Context: an optimization exercise on an open-source flow, tuned for small area. The choices shown serve that exercise and are no tape-out recipe. Only simulation tests tie the RTL to the original design; equivalence was not proved. The clock port is modelled as an ideal driver, which makes a skipped or thinned clock tree look cheaper than it is; a real chip needs a root buffer or a tree. Power is estimated from default activity; no workload was simulated.

## job 5954
## Uart_Top
module Uart_Top(Sys_CLK,Sys_RST,Signal_Tx,Signal_Rx);
input Sys_CLK;
input Sys_RST;
input Signal_Rx;
output Signal_Tx;
wire Uart_CE;
wire [7:0]Data_Rx;
wire Err;
wire Fin;
wire Hold;
wire Shift;
Uart_ClkDiv Uart_ClkDiv(.Sys_CLK(Sys_CLK),.Sys_RST(Sys_RST),.Uart_CE(Uart_CE));
Uart_Rx Uart_Rx(.Sys_CLK(Sys_CLK),.RST(Sys_RST),.Uart_CE(Uart_CE),.Signal_Rx(Signal_Rx),.Hold(Hold),.Shift(Shift),
				.Data_Rx(Data_Rx),.Err(Err),.Fin(Fin));
Uart_Tx Uart_Tx(.Sys_CLK(Sys_CLK),.Sys_RST(Sys_RST),.Uart_CE(Uart_CE),.Fin(Fin),.Err_Rx(Err),
				.Data_Rx(Data_Rx),.Hold(Hold),.Shift(Shift),.Signal_Tx(Signal_Tx));
endmodule
For scale: ~230 cells after synthesis, roughly 51 flip-flops, ~4 I/O pins.
Settings: LEC_CHECK=0, CAP_MARGIN=20, CORE_MARGIN=2, CORE_UTILIZATION=40, SLEW_MARGIN=20; clock period 5.0 ns.
standard.sh (not shown) runs the stock make flow with config.mk's settings and CLKGATE_MAP_FILE= SYNTH_SCRIPT=/design/flow/synth_recipe.tcl, a recipe that flattens the netlist after the stock synthesis.
==> flow/flow/run.sh <==
#!/bin/bash
# Layout flow: the standard flow, except that synthesis maps the logic with an
# area-oriented ABC script (flow/abc_area.script). Synthesis is ORFS's own
# script run from a copy of ORFS's scripts folder in which abc_area.script is
# replaced, with ABC_AREA=1 and without mapping adders to adder cells first, so
# that ABC maps the counters too; registers and names are as in the standard
# synthesis. The steps after synthesis are the standard flow, except that
# clock tree synthesis adds no dummy loads and the ports get buf_1 buffers.
set -euo pipefail
cp -r "$FLOW_HOME/scripts" synth_scripts
cp flow/abc_area.script synth_scripts/abc_area.script
bash standard.sh SCRIPTS_DIR="$PWD/synth_scripts" ABC_AREA=1 ADDER_MAP_FILE= synth > synth.log 2>&1
bash standard.sh "CTS_ARGS=-sink_clustering_enable -repair_clock_nets -dont_use_dummy_load" \
  "BUFFER_PORTS_ARGS=-buffer_cell sky130_fd_sc_hd__buf_1" POST_CTS_TCL="$PWD/flow/post_cts.tcl" > layout.log 2>&1
==> flow/flow/post_cts.tcl <==
# Runs after clock tree synthesis (POST_CTS_TCL). The tree is a root buffer
# driving leaf buffers that drive the registers. The leaf with the fewest
# registers is removed and each of its registers moved to the nearest other
# leaf, and the root is removed.
set block [ord::get_db_block]
set clk_net [$block findNet Sys_CLK]
set root ""
foreach it [$clk_net getITerms] {
  if {[$it isInputSignal] && [string match "sky130_fd_sc_hd__clkbuf_*" [[[$it getInst] getMaster] getName]]} {
    set root [$it getInst]
  }
}
if {$root eq ""} { error "post_cts: no root clock buffer" }
set root_out [[$root findITerm X] getNet]
set leaves {}
foreach it [$root_out getITerms] {
  set inst [$it getInst]
  if {$inst ne $root && [string match "sky130_fd_sc_hd__clkbuf_*" [[$inst getMaster] getName]]} {
    lappend leaves $inst
  }
}
puts "post_cts: root [$root getName], [llength $leaves] leaves"
if {[llength $leaves] >= 3} {
  set small ""
  set small_n 1000000
  foreach l $leaves {
    set n [llength [[[$l findITerm X] getNet] getITerms]]
    if {$n < $small_n} { set small $l; set small_n $n }
  }
  set small_net [[$small findITerm X] getNet]
  foreach it [$small_net getITerms] {
    if {[$it getInst] eq $small} { continue }
    set loc [[$it getInst] getLocation]
    set best ""
    set best_d 1e18
    foreach l $leaves {
      if {$l eq $small} { continue }
      set ll [$l getLocation]
      set d [expr {abs([lindex $loc 0] - [lindex $ll 0]) + abs([lindex $loc 1] - [lindex $ll 1])}]
      if {$d < $best_d} { set best $l; set best_d $d }
    }
    $it disconnect
    $it connect [[$best findITerm X] getNet]
  }
  puts "post_cts: removed [$small getName] and moved its [expr {$small_n - 1}] registers"
  [$small findITerm A] disconnect
  [$small findITerm X] disconnect
  odb::dbInst_destroy $small
  odb::dbNet_destroy $small_net
}
foreach it [$root_out getITerms] {
  if {[$it getInst] eq $root} { continue }
  $it disconnect
  $it connect $clk_net
}
[$root findITerm A] disconnect
[$root findITerm X] disconnect
odb::dbInst_destroy $root
odb::dbNet_destroy $root_out
detailed_placement
check_placement -verbose
estimate_parasitics -placement
report_clock_min_period
Other scripts of this flow, unchanged in this note and not shown: flow/flow/abc_area.script
Relative to job 5954, the following input files were edited for job 5284:
--- a/flow/flow/post_cts.tcl
+++ b/flow/flow/post_cts.tcl
@@ -2,5 +2,5 @@
 # driving leaf buffers that drive the registers. The leaf with the fewest
 # registers is removed and each of its registers moved to the nearest other
-# leaf, and the root is removed.
+# leaf, and the root, which only drives the leaves, is made a clkbuf_2.
 set block [ord::get_db_block]
 set clk_net [$block findNet Sys_CLK]
@@ -49,13 +49,5 @@
   odb::dbNet_destroy $small_net
 }
-foreach it [$root_out getITerms] {
-  if {[$it getInst] eq $root} { continue }
-  $it disconnect
-  $it connect $clk_net
-}
-[$root findITerm A] disconnect
-[$root findITerm X] disconnect
-odb::dbInst_destroy $root
-odb::dbNet_destroy $root_out
+$root swapMaster [[ord::get_db] findMaster sky130_fd_sc_hd__clkbuf_2]
 detailed_placement
 check_placement -verbose
### Flow results
- Taking job 5954 as the reference point, the power of job 5284 rises by 0.000017 W.
- Core utilization essentially unchanged between job 5954 and job 5284.
- Job 5284: final-layout fill cell count 2 above job 5954
- Of job 5284 and job 5954, job 5954 shows the lower detailed route wirelength on metal2, with job 5284 above it.
- Job 5284 vs job 5954 — wire length climbed slightly
- Worst hold slack delta (job 5954 -> job 5284): insignificant
- Compared with job 5954, in job 5284 slew of the pin with the lowest slew margin barely changed; internal power contribution climbed 0.89%; multi-input logic portion of the cell area barely changed.
[inputs] job 2975 vs job 5284
# job 5284
export LEC_CHECK = 0
export CAP_MARGIN = 20
export CORE_MARGIN = 2
export CORE_UTILIZATION = 40
export SLEW_MARGIN = 20
create_clock -name core_clock -period 5.0 [get_ports {Sys_CLK}]
# job 2975
export LEC_CHECK = 0
export CAP_MARGIN = 0
export CORE_MARGIN = 2
export CORE_UTILIZATION = 40
export SLEW_MARGIN = 0
create_clock -name core_clock -period 5.0 [get_ports {Sys_CLK}]
--- a/flow/flow/post_cts.tcl
+++ b/flow/flow/post_cts.tcl
@@ -2,5 +2,5 @@
 # driving leaf buffers that drive the registers. The leaf with the fewest
 # registers is removed and each of its registers moved to the nearest other
-# leaf, and the root, which only drives the leaves, is made a clkbuf_2.
+# leaf, and the root is removed.
 set block [ord::get_db_block]
 set clk_net [$block findNet Sys_CLK]
@@ -49,5 +49,13 @@
   odb::dbNet_destroy $small_net
 }
-$root swapMaster [[ord::get_db] findMaster sky130_fd_sc_hd__clkbuf_2]
+foreach it [$root_out getITerms] {
+  if {[$it getInst] eq $root} { continue }
+  $it disconnect
+  $it connect $clk_net
+}
+[$root findITerm A] disconnect
+[$root findITerm X] disconnect
+odb::dbInst_destroy $root
+odb::dbNet_destroy $root_out
 detailed_placement
 check_placement -verbose
Notes after the runs:
As far as non-clock buffer count goes, job 2975 and job 5284 are indistinguishable; the numbers are identical.
Final cell count: job 2975 < job 5284
Compared with job 5284, job 2975 shows a lower total power draw.
Compared job 2975 against job 5284; post-route minimum period within noise.
Comparing job 2975 with job 5284, the proportion of cell area occupied by registers came out essentially unchanged.
Job 5284 -> job 2975: final routed wirelength across all metal layers decreased slightly
On utilization, job 2975 tracks job 5284 almost exactly.
The final critical-path share of the clock period on job 5284 is in line with that on job 2975.
## Diff of input files: job 6552 against job 2975
# job 2975
export LEC_CHECK = 0
export CAP_MARGIN = 0
export CORE_MARGIN = 2
export CORE_UTILIZATION = 40
export SLEW_MARGIN = 0
create_clock -name core_clock -period 5.0 [get_ports {Sys_CLK}]
# job 6552
export LEC_CHECK = 0
export CAP_MARGIN = 20
export CORE_MARGIN = 2
export CORE_UTILIZATION = 40
export SLEW_MARGIN = 20
create_clock -name core_clock -period 5.0 [get_ports {Sys_CLK}]
--- a/flow/flow/run.sh
+++ b/flow/flow/run.sh
@@ -12,3 +12,3 @@
 bash standard.sh SCRIPTS_DIR="$PWD/synth_scripts" ABC_AREA=1 ADDER_MAP_FILE= synth > synth.log 2>&1
 bash standard.sh "CTS_ARGS=-sink_clustering_enable -repair_clock_nets -dont_use_dummy_load" \
-  "BUFFER_PORTS_ARGS=-buffer_cell sky130_fd_sc_hd__buf_1" POST_CTS_TCL="$PWD/flow/post_cts.tcl" > layout.log 2>&1
+  "BUFFER_PORTS_ARGS=-buffer_cell sky130_fd_sc_hd__buf_1" > layout.log 2>&1
removed: flow/flow/post_cts.tcl
--- outcome ---
- Job 6552 -> job 2975: sum of routed wire segments on met1 flat
- Compared with job 2975, job 6552 shows a lower slew at the pin closest to its max-slew limit.
- Delta (job 6552 minus job 2975): total grt overflow now sits at about the same level; count of clock-buffer cells in the layout rose by 2; global-route usage rose 0.50 points.
- As far as share of total power in combinational logic is concerned, job 2975 and job 6552 perform about the same.
- Diff job 6552..job 2975 | cell count after synthesis | unchanged

---

Uart_Top, a different RTL version from the one above (not shown whole).
Size: roughly 52 flip-flops, roughly 4 I/O pins, about 0.0029 sq mm of cells after synthesis.
Settings: LEC_CHECK=0, CAP_MARGIN=20, CORE_MARGIN=2, CORE_UTILIZATION=40, CTS_BUF_LIST=sky130_fd_sc_hd__clkbuf_8, SLEW_MARGIN=20; clock period 5.0 ns.
run.sh (not shown) runs the stock make flow with config.mk's settings and CLKGATE_MAP_FILE= SYNTH_SCRIPT=/design/flow/synth_recipe.tcl, a recipe that flattens the netlist after the stock synthesis.
Stock flow here: none of the scripts above is used.
Then changed:
==> flow/flow/run.sh (new file) <==
#!/bin/bash
# Layout flow: the standard flow, except that synthesis maps the logic with an
# area-oriented ABC script (flow/abc_area.script). Synthesis is ORFS's own
# script run from a copy of ORFS's scripts folder in which abc_area.script is
# replaced, with ABC_AREA=1 and without mapping adders to adder cells first, so
# that ABC maps the counters too; registers and names are as in the standard
# synthesis. Every step after synthesis is the standard flow.
set -euo pipefail
cp -r "$FLOW_HOME/scripts" synth_scripts
cp flow/abc_area.script synth_scripts/abc_area.script
bash standard.sh SCRIPTS_DIR="$PWD/synth_scripts" ABC_AREA=1 ADDER_MAP_FILE= synth > synth.log 2>&1
bash standard.sh > layout.log 2>&1
==> flow/flow/abc_area.script (new file) <==
strash
&get -n
&st
&deepsyn -T 60
&put
dch -f
amap
topo
==> flow/standard.sh (new file) <==
#!/bin/bash
# synth_recipe.tcl (not shown) runs the flow's synth.tcl, then flattens the netlist and writes it again
# the make line also repeats each setting of config.mk as NAME=value (left out here)
make -C /OpenROAD-flow-scripts/flow DESIGN_CONFIG=/design/flow/config.mk WORK_HOME=/design/flow/orfs CLKGATE_MAP_FILE= SYNTH_SCRIPT=/design/flow/synth_recipe.tcl "${@:-finish}"
Settings changed: CTS_BUF_LIST sky130_fd_sc_hd__clkbuf_8 to not set.
removed: flow/run.sh
Die area falls by about a fifth.
Cell count falls by about a fifth.
Clock skew goes down by 0.0072 ns.
Worst setup slack improved by 0.17 ns.
Total power increases by a little under a tenth.
Global-route usage goes up by 1.0 points.
Core utilization rises by 1.7 points.
Final area is lower by about a fifth.
Routed wire length is lower by about a fifth.
Clock-buffer cell count came out higher by 1.
Via count came out lower by about a fifth.
Then changed:
--- a/flow/flow/run.sh
+++ b/flow/flow/run.sh
@@ -5,2 +5 @@
-# replaced, with ABC_AREA=1 and without mapping adders to adder cells first, so
-# that ABC maps the counters too; registers and names are as in the standard
+# replaced, with ABC_AREA=1; registers and names are as in the standard
@@ -11 +10 @@
-bash standard.sh SCRIPTS_DIR="$PWD/synth_scripts" ABC_AREA=1 ADDER_MAP_FILE= synth > synth.log 2>&1
+bash standard.sh SCRIPTS_DIR="$PWD/synth_scripts" ABC_AREA=1 synth > synth.log 2>&1
==> flow/flow/abc_area.script (replaced) <==
strash
&get -n
&st
&deepsyn -T 20
&put
dch -f
amap
topo
Effect:
- fmax goes down by 5.9%
- synthesized cell count grows by about 12%
- clock skew stays flat
- final area climbs by 11%
- clock power falls by about 13%
- core utilization went down by 1.1 points
- cell count rose by 11%
- global-route usage drops by 0.97 points
- non-clock buffer count is unchanged
- setup slack gets worse by 0.18 ns

[separate check: timing with driven ports]
In the flow no input, the clock included, has a driving cell. The finished layouts below were timed again as built, in two steps. Step 1 sets driving cells, clkbuf_16 on the clock port and buf_2 on the other inputs (assumed; they add their load-dependent delay and slew). Step 2, shift: input delay + t, output delay - t, t = (earliest + latest rising clock arrival at the registers) / 2. This alone moves slack from input paths to output paths. Three values: ideal ports, drivers, drivers and shift; two values: the first two.
| run | t (ns) | slack for setup (ns) | hold WS [ns] | slew at the worst register clock pin (ns) | cell pins on the clock port's net |
|---|---|---|---|---|---|
| job 5954 | 0.199 | 1.764 / 1.764 / 1.764 | 0.360 / 0.360 / 0.360 | 0.11 / 0.11 | 3 |
| job 5284 | 0.355 | 1.766 / 1.766 / 1.766 | 0.360 / 0.360 / 0.360 | 0.11 / 0.11 | 1 |
| job 2975 | 0.199 | 1.764 / 1.764 / 1.764 | 0.360 / 0.360 / 0.360 | 0.11 / 0.11 | 3 |
| job 6552 | 0.318 | 1.736 / 1.736 / 1.736 | 0.358 / 0.358 / 0.358 | 0.10 / 0.10 | 1 |
| the first run of note 2 | 0.318 | 1.933 / 1.933 / 1.933 | 0.369 / 0.369 / 0.369 | 0.10 / 0.10 | 1 |
| the second run of note 2 | 0.328 | 2.107 / 2.107 / 2.107 | 0.371 / 0.371 / 0.371 | 0.09 / 0.09 | 1 |
| the third run of note 2 | 0.334 | 1.927 / 1.927 / 1.927 | 0.370 / 0.370 / 0.370 | 0.10 / 0.10 | 1 |
After both steps every run listed still meets setup and hold.
